This design comes from an exercise in tuning for small area, a short achievable clock period and few clock cycles per item on the open sky130 flow, not from production work. In this exercise RTL edits were held to simulation tests only and were not proved equivalent to the original. Power figures rest on the tool's default switching activity, not on a simulated workload.

// mac
module mac (
    input  wire        clk,
    input  wire        rst,
    input  wire [31:0] x,
    input  wire [31:0] y,
    input  wire        start,
    output wire [31:0] z,
    output wire        busy
  );
Size: about 640 cells after synthesis, about 26 flip-flops, ~0.0074 sq mm of cells after synthesis.
Settings: LEC_CHECK=0, CAP_MARGIN=20, CORE_MARGIN=2, CORE_UTILIZATION=40, SLEW_MARGIN=20, SYNTH_HIERARCHICAL=1, SYNTH_MINIMUM_KEEP_SIZE=0; clock period 7.0 ns.
run.sh (not shown) runs the stock make flow with config.mk's settings and CLKGATE_MAP_FILE= SYNTH_SCRIPT=/design/flow/synth_recipe.tcl, a recipe that flattens the netlist after the stock synthesis.
The starting point finished clean.
Testbench counts at the start, summed over its fixed seeds: cycles 512, items 512.
Edit:
==> flow/flow/run.sh (new file) <==
#!/bin/bash
# Standard layout, with port buffers of a smaller cell than buffer_ports picks by default.
set -euo pipefail
export BUFFER_PORTS_ARGS="-buffer_cell sky130_fd_sc_hd__buf_2"
bash standard.sh > standard.log 2>&1
==> flow/standard.sh (new file) <==
#!/bin/bash
# synth_recipe.tcl (not shown) runs the flow's synth.tcl, then flattens the netlist and writes it again
# the make line also repeats each setting of config.mk as NAME=value (left out here)
make -C /OpenROAD-flow-scripts/flow DESIGN_CONFIG=/design/flow/config.mk WORK_HOME=/design/flow/orfs CLKGATE_MAP_FILE= SYNTH_SCRIPT=/design/flow/synth_recipe.tcl "${@:-finish}"
removed: flow/run.sh
=> Total power is lower by 4.8%; global-route usage came out lower by 0.84 points; area after synthesis stays the same; combinational power goes down by 7.1%.

========
== trial 73 ==
mac, a different RTL version from the one above (not shown whole).
For scale: about 680 cells after synthesis, roughly 100 I/O pins, about 7900 um^2 of cells after synthesis.
clock: 7.0 ns
lec_check: 0
cap_margin: 20
core_margin: 2
core_utilization: 40
setup_slack_margin: 2.45
slew_margin: 20
synth_hierarchical: 1
synth_minimum_keep_size: 0
standard.sh (not shown) runs the stock make flow with config.mk's settings and CLKGATE_MAP_FILE= SYNTH_SCRIPT=/design/flow/synth_recipe.tcl, a recipe that flattens the netlist after the stock synthesis.
==> flow/flow/run.sh <==
#!/bin/bash
# The standard layout (standard.sh), with port buffers of the given cell instead
# of the one buffer_ports picks by default.  make's output goes to standard.log;
# ORFS keeps each step's log under orfs/logs.
set -euo pipefail
export BUFFER_PORTS_ARGS="-buffer_cell sky130_fd_sc_hd__buf_2"
bash standard.sh > standard.log 2>&1
Testbench counts of trial 73, summed over its fixed seeds: cycles 512, items 512.
### trial 73 -> build 94
-- flow/config.mk --
<<< trial 73, line 11
export SETUP_SLACK_MARGIN = 2.45
>>> build 94, line 11
export SETUP_SLACK_MARGIN = 2.6
## What came out
- Sort trial 73 and build 94 by placer congestion estimate asc -> top: build 94
- Commonest non-fill, non-tap cell in the layout = sky130_fd_sc_hd__fa_1: trial 73; commonest non-fill, non-tap cell in the layout = sky130_fd_sc_hd__nand2_1: build 94
- Going from trial 73 to build 94, via count shrank by a few percent.
- Build 94 against trial 73: met3 usage in global routing moved down; smallest hold slack moved up; total met3 wirelength after detailed routing moved down; minimum setup slack in the final design moved up; clock share of power moved up.
- Looking at sum of routed wire segments on met1 across trial 73 and build 94, the one that comes out higher is build 94.

========
== JK ==
Another version of the RTL of mac (not shown whole).
For scale: roughly 630 cells after synthesis, ~38 flip-flops, ~100 I/O pins, roughly 0.0077 mm^2 of cells after synthesis.
==> flow/config.mk <==
export PLATFORM = sky130hd
export DESIGN_NAME = mac
export DESIGN_NICKNAME = mac
export VERILOG_FILES = /design/flow/design.v
export SDC_FILE = /design/flow/constraint.sdc
export NUM_CORES = 4
export LEC_CHECK = 0
export CAP_MARGIN = 20
export CORE_MARGIN = 2
export CORE_UTILIZATION = 40
export SETUP_SLACK_MARGIN = 2.35
export SLEW_MARGIN = 20
export SYNTH_HIERARCHICAL = 1
export SYNTH_MINIMUM_KEEP_SIZE = 0
==> flow/constraint.sdc <==
create_clock -name core_clock -period 7.0 [get_ports {clk}]
set_input_delay 1.4000 -clock core_clock [delete_from_list [all_inputs] [get_ports {clk}]]
set_output_delay 1.4000 -clock core_clock [all_outputs]
set_load 0.01 [all_outputs]
Scripts as last shown in full above: flow/flow/run.sh
Testbench counts of JK, summed over its fixed seeds: cycles 512, items 512.
The inputs of MS differ from those of JK as listed below.
# JK
export LEC_CHECK = 0
export CAP_MARGIN = 20
export CORE_MARGIN = 2
export CORE_UTILIZATION = 40
export SETUP_SLACK_MARGIN = 2.35
export SLEW_MARGIN = 20
export SYNTH_HIERARCHICAL = 1
export SYNTH_MINIMUM_KEEP_SIZE = 0
create_clock -name core_clock -period 7.0 [get_ports {clk}]
# MS
export LEC_CHECK = 0
export CAP_MARGIN = 20
export CORE_MARGIN = 2
export CORE_UTILIZATION = 40
export SETUP_SLACK_MARGIN = 2.5
export SLEW_MARGIN = 20
export SYNTH_HIERARCHICAL = 1
export SYNTH_MINIMUM_KEEP_SIZE = 0
create_clock -name core_clock -period 7.0 [get_ports {clk}]
Findings:
JK and MS ended up with roughly the same number of flip-flops and latches.
As far as count of max-cap constraint violations goes, JK and MS are indistinguishable; the numbers are identical.
Cell area (MS over JK): increase, about 6%
JK → MS: flip-flop and latch share of the layout cell area lost 0.73 points, proportion of cell area occupied by multi-input gates -1.7 points.
MS against JK: number of placed I/O pins held; post-route worst setup slack went up 0.10 ns; overall power consumption went up 320 uW; worst-case vdd ir drop went up 12%.
Looking at number of vias in the routed layout, MS sits about 1% below JK.
--- input diff MS..AL ---
# MS
export LEC_CHECK = 0
export CAP_MARGIN = 20
export CORE_MARGIN = 2
export CORE_UTILIZATION = 40
export SETUP_SLACK_MARGIN = 2.5
export SLEW_MARGIN = 20
export SYNTH_HIERARCHICAL = 1
export SYNTH_MINIMUM_KEEP_SIZE = 0
create_clock -name core_clock -period 7.0 [get_ports {clk}]
# AL
export LEC_CHECK = 0
export CAP_MARGIN = 20
export CORE_MARGIN = 2
export CORE_UTILIZATION = 40
export SETUP_SLACK_MARGIN = 2.35
export SLEW_MARGIN = 20
export SYNTH_HIERARCHICAL = 1
export SYNTH_MINIMUM_KEEP_SIZE = 0
create_clock -name core_clock -period 7.0 [get_ports {clk}]
--- a/flow/flow/run.sh
+++ b/flow/flow/run.sh
@@ -6 +6 @@
-export BUFFER_PORTS_ARGS="-buffer_cell sky130_fd_sc_hd__buf_2"
+export BUFFER_PORTS_ARGS="-buffer_cell sky130_fd_sc_hd__buf_1"
Notes after the runs:
Routed wire in AL totals more than in MS.
The higher first-pass GRT wire length came out of AL.
When AL is measured against MS, its design area turns out about 6% lower.
Fraction of area in registers is higher on AL
What TR does differently from AL at the input level:
# AL
export LEC_CHECK = 0
export CAP_MARGIN = 20
export CORE_MARGIN = 2
export CORE_UTILIZATION = 40
export SETUP_SLACK_MARGIN = 2.35
export SLEW_MARGIN = 20
export SYNTH_HIERARCHICAL = 1
export SYNTH_MINIMUM_KEEP_SIZE = 0
create_clock -name core_clock -period 7.0 [get_ports {clk}]
# TR
export LEC_CHECK = 0
export CAP_MARGIN = 20
export CORE_MARGIN = 2
export CORE_UTILIZATION = 60
export SETUP_SLACK_MARGIN = 2.35
export SLEW_MARGIN = 20
export SYNTH_HIERARCHICAL = 1
export SYNTH_MINIMUM_KEEP_SIZE = 0
create_clock -name core_clock -period 7.0 [get_ports {clk}]
--- a/flow/flow/run.sh
+++ b/flow/flow/run.sh
@@ -6 +6 @@
-export BUFFER_PORTS_ARGS="-buffer_cell sky130_fd_sc_hd__buf_1"
+export BUFFER_PORTS_ARGS="-buffer_cell sky130_fd_sc_hd__buf_2"
[summary]
Delta(die width, TR - AL) < 0
Worst-case setup slack after placement, AL and TR, higher one = TR.
The layout overhead on the synthesized area of TR falls short of that of AL by 1.1 points.
TR ends up with lower hold slack than AL does.
Design area of TR falls short of that of AL slightly.
Per the comparison of TR with AL, instance area at placement went up 43 um^2; post-layout total power went up 66 uW.
Diff AL..TR | number of DRC violations after detailed routing | unchanged
[inputs] PW vs TR
# TR
export LEC_CHECK = 0
export CAP_MARGIN = 20
export CORE_MARGIN = 2
export CORE_UTILIZATION = 60
export SETUP_SLACK_MARGIN = 2.35
export SLEW_MARGIN = 20
export SYNTH_HIERARCHICAL = 1
export SYNTH_MINIMUM_KEEP_SIZE = 0
create_clock -name core_clock -period 7.0 [get_ports {clk}]
# PW
export LEC_CHECK = 0
export CAP_MARGIN = 20
export CORE_MARGIN = 2
export CORE_UTILIZATION = 75
export SETUP_SLACK_MARGIN = 2.35
export SLEW_MARGIN = 20
export SYNTH_HIERARCHICAL = 1
export SYNTH_MINIMUM_KEEP_SIZE = 0
create_clock -name core_clock -period 7.0 [get_ports {clk}]
Results
PW vs. TR: data arrival time of the critical path went up by 0.03 ns.
TR and PW ended up with roughly the same area of all placed cells without fillers.
Internal power: PW higher than TR
As far as leakage component of the power is concerned, PW and TR perform about the same.

==> re-timing with driven ports <==
The results above use ideal ports. As a check the final layouts listed here were re-extracted and re-timed, cells and wires unchanged.
Step 1, drivers: a clkbuf_16 drives clk and a buf_2 each remaining input, both assumed.
Step 2, shift: input delay + t, output delay - t, t = (earliest + latest rising clock arrival at the registers) / 2. This alone moves slack from input paths to output paths.
a / b / c = ideal ports / drivers / drivers and shift; a / b = the first two.
run	t, ns	setup slack, ns	latest minus earliest clock arrival (ns)
the first run of note 1	0.312	0.907 / 0.921 / 0.608	0.007 / 0.007
the second run of note 1	0.314	1.492 / 1.513 / 1.199	0.004 / 0.005
trial 73	0.331	2.496 / 2.493 / 2.163	0.005 / 0.005
build 94	0.311	2.516 / 2.509 / 2.198	0.006 / 0.006
JK	0.329	2.393 / 2.408 / 2.079	0.007 / 0.007
MS	0.329	2.496 / 2.479 / 2.150	0.011 / 0.010
AL	0.322	2.387 / 2.405 / 2.083	0.007 / 0.007
TR	0.323	2.349 / 2.368 / 2.045	0.008 / 0.008
PW	0.321	2.325 / 2.334 / 2.013	0.009 / 0.008
After both steps setup and hold are still met in every run listed. The setup slack of MS, which loses most, moves by -0.017 ns with the drivers and by -0.346 ns with both steps.
